From an optimization exercise on the open Yosys and OpenROAD flow, aimed at small area; shortcuts taken in it are not production practice. Only simulation tests tie the RTL to the original design; equivalence was not proved.

// PHASEMETER_V4
module PHASEMETER_V4#
(
    parameter AXIS_TDATA_WIDTH = 32,
    parameter integer GUESS = 340161410
)
(
    input clk,
    input rst,
    input en,
    input [AXIS_TDATA_WIDTH-1:0]        S_AXIS_SOURCE_tdata,
    input                               S_AXIS_SOURCE_tvalid,
    input [AXIS_TDATA_WIDTH-1:0]        S_AXIS_PARAM_tdata,  
    input                               S_AXIS_PARAM_tvalid,
    input [AXIS_TDATA_WIDTH-1:0]        S_AXIS_GUESS_tdata,  
    input                               S_AXIS_GUESS_tvalid,
    output wire [AXIS_TDATA_WIDTH-1:0]  M_AXIS_REF_tdata,
    output wire                         M_AXIS_REF_tvalid,
    output wire [AXIS_TDATA_WIDTH-1:0]  M_AXIS_QUAD_tdata,
    output wire                         M_AXIS_QUAD_tvalid,
    output wire [AXIS_TDATA_WIDTH-1:0]  M_AXIS_MIX_tdata,
    output wire                         M_AXIS_MIX_tvalid,
    output wire [AXIS_TDATA_WIDTH-1:0]  M_AXIS_LPF_tdata,  
    output wire                         M_AXIS_LPF_tvalid,
    output wire [AXIS_TDATA_WIDTH-1:0]  M_AXIS_PI_tdata,  
    output wire                         M_AXIS_PI_tvalid,
    output wire [AXIS_TDATA_WIDTH-1:0]  M_AXIS_PE_tdata,  
    output wire                         M_AXIS_PE_tvalid);
Size: about 3500 cells after synthesis, roughly 530 flip-flops, ~300 I/O pins, roughly 0.034 mm2 of cells after synthesis.
clock: 10.0 ns
lec_check: 0
abc_area: 1
cap_margin: 20
core_margin: 2
core_utilization: 72
place_density: 0.82
slew_margin: 20
synth_memory_max_bits: 32768
standard.sh (not shown) runs the stock make flow with config.mk's settings and CLKGATE_MAP_FILE= SYNTH_SCRIPT=/design/flow/synth_recipe.tcl, a recipe that flattens the netlist after the stock synthesis.
==> flow/flow/run.sh <==
#!/bin/bash
# Standard layout (standard.sh, the standard flow's own ORFS run) with these settings given
# to ORFS through its environment:
# - port buffers are the smallest buffer, sky130_fd_sc_hd__buf_1 (every input
#   and output port still gets one);
# - the constant outputs share the tie cells synthesis made (one tie-high,
#   one tie-low) instead of one tie cell per port;
# - clock tree synthesis clusters up to 30 sinks per leaf buffer within 80 um
#   and inserts no dummy loads.
set -euo pipefail
export BUFFER_PORTS_ARGS="-buffer_cell sky130_fd_sc_hd__buf_1"
export SKIP_REPAIR_TIE_FANOUT=1
export CTS_ARGS="-sink_clustering_enable -repair_clock_nets -dont_use_dummy_load -sink_clustering_size 30 -sink_clustering_max_diameter 80"
bash standard.sh > flow_make.log 2>&1
The baseline finished clean.
Change:
CORE_UTILIZATION = 78   (was 72)
PLACE_DENSITY = 0.86   (was 0.82)
Result: The new run ended with an error in global routing, error GRT-0232. Area after synthesis stays the same. Synthesized cell count does not change.
Change:
--- a/flow/flow/run.sh
+++ b/flow/flow/run.sh
@@ -8 +8 @@
-# - clock tree synthesis clusters up to 30 sinks per leaf buffer within 80 um
+# - clock tree synthesis clusters up to 30 sinks per leaf buffer within 60 um
@@ -13 +13 @@
-export CTS_ARGS="-sink_clustering_enable -repair_clock_nets -dont_use_dummy_load -sink_clustering_size 30 -sink_clustering_max_diameter 80"
+export CTS_ARGS="-sink_clustering_enable -repair_clock_nets -dont_use_dummy_load -sink_clustering_size 30 -sink_clustering_max_diameter 60"
CORE_UTILIZATION = 65   (was 78)
PLACE_DENSITY = 0.75   (was 0.86)
This time the run finished with timing, DRC and antenna clean; synthesized cell count stays the same; synthesized area does not change.
Change:
--- a/flow/flow/run.sh
+++ b/flow/flow/run.sh
@@ -8 +8 @@
-# - clock tree synthesis clusters up to 30 sinks per leaf buffer within 60 um
+# - clock tree synthesis clusters up to 28 sinks per leaf buffer within 70 um
@@ -13 +13 @@
-export CTS_ARGS="-sink_clustering_enable -repair_clock_nets -dont_use_dummy_load -sink_clustering_size 30 -sink_clustering_max_diameter 60"
+export CTS_ARGS="-sink_clustering_enable -repair_clock_nets -dont_use_dummy_load -sink_clustering_size 28 -sink_clustering_max_diameter 70"
CORE_UTILIZATION = 72   (was 65)
PLACE_DENSITY = 0.82   (was 0.75)
=>
- core utilization goes up by 6.5 points
- global-route usage goes up by 4.3 points
- register-to-register slack gets worse by 0.06 ns
- design area goes down by 0.81%
- via count goes up by 2.3%
- non-clock buffer count goes down by 7
Change:
--- a/flow/flow/run.sh
+++ b/flow/flow/run.sh
@@ -8 +8 @@
-# - clock tree synthesis clusters up to 28 sinks per leaf buffer within 70 um
+# - clock tree synthesis clusters up to 25 sinks per leaf buffer within 60 um
@@ -13 +13 @@
-export CTS_ARGS="-sink_clustering_enable -repair_clock_nets -dont_use_dummy_load -sink_clustering_size 28 -sink_clustering_max_diameter 70"
+export CTS_ARGS="-sink_clustering_enable -repair_clock_nets -dont_use_dummy_load -sink_clustering_size 25 -sink_clustering_max_diameter 60"
CORE_UTILIZATION = 65   (was 72)
PLACE_DENSITY = 0.75   (was 0.82)
After rerunning: Clock-buffer cell count is higher by 7; maximum frequency rose by 0.44%; die area increases by 11%; synthesized area stays the same; global-route usage goes down by 4.3 points; routed wire length went down by 4.7%; cell count rises by 2.1%; utilization came out lower by 6.5 points; clock skew goes down by 0.021 ns.

static timing again, ports no longer ideal:
The flow's constraints put no driver on any port. The routed layouts listed below were extracted and timed again, unchanged, in two steps. Step 1, drivers: a clkbuf_16 drives clk and a buf_2 each remaining input, both assumed. Step 2, shift: input delay + t, output delay - t, t = (earliest + latest rising clock arrival at the registers) / 2. This alone moves slack from input paths to output paths. a / b / c = no drivers / after step 1 / after step 2; a / b = the first two.
| run | shift t [ns] | slack for setup (ns) | worst slew at a driven data input, ns |
|---|---|---|---|
| the first run | 0.639 | 0.416 / 0.416 / 0.416 | 0.06 |
| the third run | 0.603 | 0.497 / 0.497 / 0.497 | 0.04 |
| the fourth run | 0.652 | 0.440 / 0.440 / 0.440 | 0.06 |
| the fifth run | 0.603 | 0.483 / 0.483 / 0.483 | 0.04 |
After both steps every run listed still meets setup and hold.
